From an optimization exercise on the open Yosys and OpenROAD flow, aimed at small area, a short achievable clock period and few clock cycles per item; shortcuts taken in it are not production practice. In this exercise RTL edits were held to simulation tests only and were not proved equivalent to the original.

==> inputs of exp/ember <==
// exponential
module exponential(input clk, rst, start, input [15:0] _x, output done,
                   output [1:0] intpart, output [15:0] fracpart);
Settings: LEC_CHECK=0, ABC_AREA=1, CAP_MARGIN=20, CORE_MARGIN=2, CORE_UTILIZATION=40, CTS_BUF_LIST=sky130_fd_sc_hd__clkbuf_4 sky130_fd_sc_hd__clkbuf_8, PLACE_DENSITY=0.6, SETUP_SLACK_MARGIN=3.5, SLEW_MARGIN=20, SYNTH_HIERARCHICAL=1, SYNTH_MINIMUM_KEEP_SIZE=0; clock period 9.0 ns.
run.sh (not shown) runs the stock make flow with config.mk's settings and CLKGATE_MAP_FILE= SYNTH_SCRIPT=/design/flow/synth_recipe.tcl, a recipe that flattens the netlist after the stock synthesis.
==> exp/quartz: changes against exp/ember <==
--- a/flow/design.v
+++ b/flow/design.v
@@ -488,17 +488,18 @@
                    output [1:0] intpart, output [15:0] fracpart);
 	reg [3:0] st;           
 	reg idle;               
 	reg sh0, sh1, sh2;      
 	reg term;               
 	reg [15:0] b, t;
 	reg [17:0] b3;          
 	reg [17:0] r;
-	reg [6:0] u6;            
+	reg fin;                
+	reg [6:0] u6h;          
 	wire go = idle & start;
 	wire [3:0] nst = go ? 4'd1 : (idle | st == 4'd9) ? 4'd0 : st + 4'd1;
 	always @(posedge clk or posedge rst) begin
 		if (rst) begin
 			st   <= 4'd0;
 			idle <= 1'b1;
 			sh0  <= 1'b0;
 			sh1  <= 1'b0;
@@ -597,43 +598,33 @@
 		endcase
 	end
 	always @(posedge clk)
 		b3 <= bn3;
 	wire [15:0] ph;                      
 	mul16 mul(.a(t), .b(b), .b3(b3), .hi(ph));
 	wire [15:0] tn = ({16{sh0}} & ph) | ({16{sh1}} & {1'b0, ph[15:1]}) |
 	                 ({16{sh2}} & {2'b00, ph[15:2]}) | ({16{idle}} & t1);
-	wire [15:0] nx = ~_x;
-	wire [16:1] z;
-	assign z[1] = 1'b1;
-	assign z[2] = nx[1];
-	assign z[3] = nx[2] & nx[1];
-	assign z[4] = nx[3] & z[3];
-	wire z2a = nx[6] & nx[5];
-	wire z2b = nx[7] & z2a;
-	assign z[5] = nx[4] & z[4];
-	assign z[6] = nx[5] & z[5];
-	assign z[7] = z2a & z[5];
-	assign z[8] = z2b & z[5];
-	wire z3a = nx[9] & nx[8];
-	wire z3b = nx[10] & z3a;
-	wire z3c = nx[11] & z3b;
-	wire z3d = nx[13] & nx[12];
-	wire z3e = nx[14] & z3d;
-	wire z3g = nx[15] & z3e;
-	assign z[9]  = nx[8] & z[8];
-	assign z[10] = z3a & z[8];
-	assign z[11] = z3b & z[8];
-	assign z[12] = z3c & z[8];
-	assign z[13] = nx[12] & z[12];
-	assign z[14] = z3d & z[12];
-	assign z[15] = z3e & z[12];
-	assign z[16] = z3g & z[12];
-	wire [15:0] t1 = z[16] ? 16'd0 : {_x[15:1] ^ z[15:1], _x[0]};
+	wire [15:0] t1;
+	assign t1[0] = ~g_dec[16].z & _x[0];
+	genvar k;
+	generate
+		for (k = 1; k <= 16; k = k + 1) begin : g_dec
+			wire z;
+			if (k == 1) begin : g_first
+				assign z = 1'b1;
+			end else begin : g_next
+				assign z = g_dec[k-1].z & ~_x[k-1];
+			end
+		end
+		for (k = 1; k <= 15; k = k + 1) begin : g_t1
+			assign t1[k] = ~g_dec[16].z & (_x[k] ^ g_dec[k].z);
+		end
+	endgenerate
+	wire [6:0] u6 = fin ? t[6:0] : u6h;
 	reg [3:0] t7;
 	always @(*) begin
 		if (u6 >= 7'd85) t7 = 4'd12;
 		else if (u6 >= 7'd78) t7 = 4'd11;
 		else if (u6 >= 7'd71) t7 = 4'd10;
 		else if (u6 >= 7'd64) t7 = 4'd9;
 		else if (u6 >= 7'd57) t7 = 4'd8;
 		else if (u6 >= 7'd50) t7 = 4'd7;
@@ -665,81 +656,68 @@
 	wire ra_G6 = ra_g[11] | (ra_p[11] & ra_g[10]);
 	wire ra_P6 = ra_p[11] & ra_p[10];
 	wire ra_G7 = ra_g[13] | (ra_p[13] & ra_g[12]);
 	wire ra_P7 = ra_p[13] & ra_p[12];
 	wire ra_G8 = ra_g[15] | (ra_p[15] & ra_g[14]);
 	wire ra_P8 = ra_p[15] & ra_p[14];
 	wire ra_G9 = ra_g[17] | (ra_p[17] & ra_g[16]);
 	wire ra_P9 = ra_p[17] & ra_p[16];
-	wire ra_G10 = ra_g[2] | (ra_p[2] & ra_G1);
-	wire ra_P10 = ra_p[2] & ra_P1;
-	wire ra_G11 = ra_G2 | (ra_P2 & ra_G1);
-	wire ra_P11 = ra_P2 & ra_P1;
-	wire ra_G12 = ra_g[6] | (ra_p[6] & ra_G3);
-	wire ra_P12 = ra_p[6] & ra_P3;
-	wire ra_G13 = ra_G4 | (ra_P4 & ra_G3);
-	wire ra_P13 = ra_P4 & ra_P3;
-	wire ra_G14 = ra_g[10] | (ra_p[10] & ra_G5);
-	wire ra_P14 = ra_p[10] & ra_P5;
-	wire ra_G15 = ra_G6 | (ra_P6 & ra_G5);
-	wire ra_P15 = ra_P6 & ra_P5;
-	wire ra_G16 = ra_g[14] | (ra_p[14] & ra_G7);
-	wire ra_P16 = ra_p[14] & ra_P7;
-	wire ra_G17 = ra_G8 | (ra_P8 & ra_G7);
-	wire ra_P17 = ra_P8 & ra_P7;
-	wire ra_G18 = ra_g[18] | (ra_p[18] & ra_G9);
-	wire ra_P18 = ra_p[18] & ra_P9;
-	wire ra_G19 = ra_g[4] | (ra_p[4] & ra_G11);
-	wire ra_P19 = ra_p[4] & ra_P11;
-	wire ra_G20 = ra_G3 | (ra_P3 & ra_G11);
-	wire ra_P20 = ra_P3 & ra_P11;
-	wire ra_G21 = ra_G12 | (ra_P12 & ra_G11);
-	wire ra_P21 = ra_P12 & ra_P11;
-	wire ra_G22 = ra_G13 | (ra_P13 & ra_G11);
-	wire ra_P22 = ra_P13 & ra_P11;
-	wire ra_G23 = ra_g[12] | (ra_p[12] & ra_G15);
-	wire ra_P23 = ra_p[12] & ra_P15;
-	wire ra_G24 = ra_G7 | (ra_P7 & ra_G15);
-	wire ra_P24 = ra_P7 & ra_P15;
-	wire ra_G25 = ra_G16 | (ra_P16 & ra_G15);
-	wire ra_P25 = ra_P16 & ra_P15;
-	wire ra_G26 = ra_G17 | (ra_P17 & ra_G15);
-	wire ra_P26 = ra_P17 & ra_P15;
-	wire ra_G27 = ra_g[8] | (ra_p[8] & ra_G22);
-	wire ra_P27 = ra_p[8] & ra_P22;
-	wire ra_G28 = ra_G5 | (ra_P5 & ra_G22);
-	wire ra_P28 = ra_P5 & ra_P22;
-	wire ra_G29 = ra_G14 | (ra_P14 & ra_G22);
-	wire ra_P29 = ra_P14 & ra_P22;
-	wire ra_G30 = ra_G15 | (ra_P15 & ra_G22);
-	wire ra_P30 = ra_P15 & ra_P22;
-	wire ra_G31 = ra_G23 | (ra_P23 & ra_G22);
-	wire ra_P31 = ra_P23 & ra_P22;
-	wire ra_G32 = ra_G24 | (ra_P24 & ra_G22);
-	wire ra_P32 = ra_P24 & ra_P22;
-	wire ra_G33 = ra_G25 | (ra_P25 & ra_G22);
-	wire ra_P33 = ra_P25 & ra_P22;
-	wire ra_G34 = ra_G26 | (ra_P26 & ra_G22);
-	wire ra_P34 = ra_P26 & ra_P22;
-	wire ra_G35 = ra_g[16] | (ra_p[16] & ra_G34);
-	wire ra_P35 = ra_p[16] & ra_P34;
-	wire ra_G36 = ra_G9 | (ra_P9 & ra_G34);
-	wire ra_P36 = ra_P9 & ra_P34;
-	wire ra_G37 = ra_G18 | (ra_P18 & ra_G34);
-	wire ra_P37 = ra_P18 & ra_P34;
-	wire [18:0] rs0 = ra_p ^ {ra_G36, ra_G35, ra_G34, ra_G33, ra_G32, ra_G31, ra_G30, ra_G29, ra_G28, ra_G27, ra_G22, ra_G21, ra_G20, ra_G19, ra_G11, ra_G10, ra_G1, ra_g[0], 1'b0};
+	wire ra_G10 = ra_G2 | (ra_P2 & ra_G1);
+	wire ra_P10 = ra_P2 & ra_P1;
+	wire ra_G11 = ra_G4 | (ra_P4 & ra_G3);
+	wire ra_P11 = ra_P4 & ra_P3;
+	wire ra_G12 = ra_G6 | (ra_P6 & ra_G5);
+	wire ra_P12 = ra_P6 & ra_P5;
+	wire ra_G13 = ra_G8 | (ra_P8 & ra_G7);
+	wire ra_P13 = ra_P8 & ra_P7;
+	wire ra_G14 = ra_G11 | (ra_P11 & ra_G10);
+	wire ra_P14 = ra_P11 & ra_P10;
+	wire ra_G15 = ra_G13 | (ra_P13 & ra_G12);
+	wire ra_P15 = ra_P13 & ra_P12;
+	wire ra_G16 = ra_G15 | (ra_P15 & ra_G14);
+	wire ra_P16 = ra_P15 & ra_P14;
+	wire ra_G17 = ra_G12 | (ra_P12 & ra_G14);
+	wire ra_P17 = ra_P12 & ra_P14;
+	wire ra_G18 = ra_G3 | (ra_P3 & ra_G10);
+	wire ra_P18 = ra_P3 & ra_P10;
+	wire ra_G19 = ra_G5 | (ra_P5 & ra_G14);
+	wire ra_P19 = ra_P5 & ra_P14;
+	wire ra_G20 = ra_G7 | (ra_P7 & ra_G17);
+	wire ra_P20 = ra_P7 & ra_P17;
+	wire ra_G21 = ra_G9 | (ra_P9 & ra_G16);
+	wire ra_P21 = ra_P9 & ra_P16;
+	wire ra_G22 = ra_g[2] | (ra_p[2] & ra_G1);
+	wire ra_P22 = ra_p[2] & ra_P1;
+	wire ra_G23 = ra_g[4] | (ra_p[4] & ra_G10);
+	wire ra_P23 = ra_p[4] & ra_P10;
+	wire ra_G24 = ra_g[6] | (ra_p[6] & ra_G18);
+	wire ra_P24 = ra_p[6] & ra_P18;
+	wire ra_G25 = ra_g[8] | (ra_p[8] & ra_G14);
+	wire ra_P25 = ra_p[8] & ra_P14;
+	wire ra_G26 = ra_g[10] | (ra_p[10] & ra_G19);
+	wire ra_P26 = ra_p[10] & ra_P19;
+	wire ra_G27 = ra_g[12] | (ra_p[12] & ra_G17);
+	wire ra_P27 = ra_p[12] & ra_P17;
+	wire ra_G28 = ra_g[14] | (ra_p[14] & ra_G20);
+	wire ra_P28 = ra_p[14] & ra_P20;
+	wire ra_G29 = ra_g[16] | (ra_p[16] & ra_G16);
+	wire ra_P29 = ra_p[16] & ra_P16;
+	wire ra_G30 = ra_g[18] | (ra_p[18] & ra_G21);
+	wire ra_P30 = ra_p[18] & ra_P21;
+	wire [18:0] rs0 = ra_p ^ {ra_G21, ra_G29, ra_G16, ra_G28, ra_G20, ra_G27, ra_G17, ra_G26, ra_G19, ra_G25, ra_G14, ra_G24, ra_G18, ra_G23, ra_G10, ra_G22, ra_G1, ra_g[0], 1'b0};
 	wire [17:0] racc = rs0[18:1];
 	always @(posedge clk) begin
 		b <= bn;
 		t <= tn;                     
-		if (st == 4'd9) begin        
-			u6 <= ph[6:0];           
+		fin <= (st == 4'd9);         
+		if (st == 4'd9)
 			t8 <= b >= 16'd62481;    
-		end
+		if (fin)
+			u6h <= t[6:0];           
 		if (go)
 			r <= 18'h0FFFF;
 		else if (term)
 			r <= racc;
 	end
 	assign done = idle;
 	assign {intpart, fracpart} = racc;
 endmodule
CTS_BUF_LIST = default   (was sky130_fd_sc_hd__clkbuf_4 sky130_fd_sc_hd__clkbuf_8)
SETUP_SLACK_MARGIN = 4   (was 3.5)
==> notes.md <==
| item | exp/ember | exp/quartz |
|---|---|---|
| Status | no timing/DRC/antenna violations | no timing/DRC/antenna violations |
| Post-layout instance area | 11,000 um^2 | 11,800 um^2 |
| Wire length on met2 | 13,600 um | 15,700 um |
| Area taken by multi-input logic gates | 7350 um^2 | 7880 um^2 |
| Post-synthesis compound-gate area fraction | 0.198 | 0.193 |
| Global-route wire length before repair | 49,000 um | 52,100 um |
| Starting density of the core | 0.408 | 0.409 |
| Worst Skew | 0.0223 ns | 0.00981 ns |
| Drt pass-1 iters | 7 | 6 |
| Number of DRC markers after the initial detailed-route iteration | 899 | 1,231 |
| Num sequential | 84 | 85 |
| Count of unique library cells instantiated by Yosys | 50 | 51 |
Testbench counts of exp/ember, summed over its fixed seeds: cycles 12,006, items 1,200.
Testbench counts of exp/quartz, summed over its fixed seeds: cycles 12,006, items 1,200.

[separate check: timing with driven ports]
The flow's constraints put no driver on any port. The routed layouts listed below were extracted and timed again, unchanged, in two steps.
Step 1, drivers: a clkbuf_16 drives clk and a buf_2 each remaining input, both assumed.
Step 2 times the ports against the registers' clock, not the clock port: input delays grow and output delays shrink by t, the midpoint of the rising clock arrivals with the driver on.
a / b / c = no drivers / after step 1 / after step 2; a / b = the first two.
| run | shift t [ns] | setup slack, ns | worst register clock-pin slew, ns |
|---|---|---|---|
| exp/ember | 0.420 | 3.663 / 3.618 / 3.664 | 0.11 / 0.11 |
| exp/quartz | 0.386 | 3.515 / 3.466 / 3.590 | 0.07 / 0.07 |
After both steps every run listed still meets setup and hold.
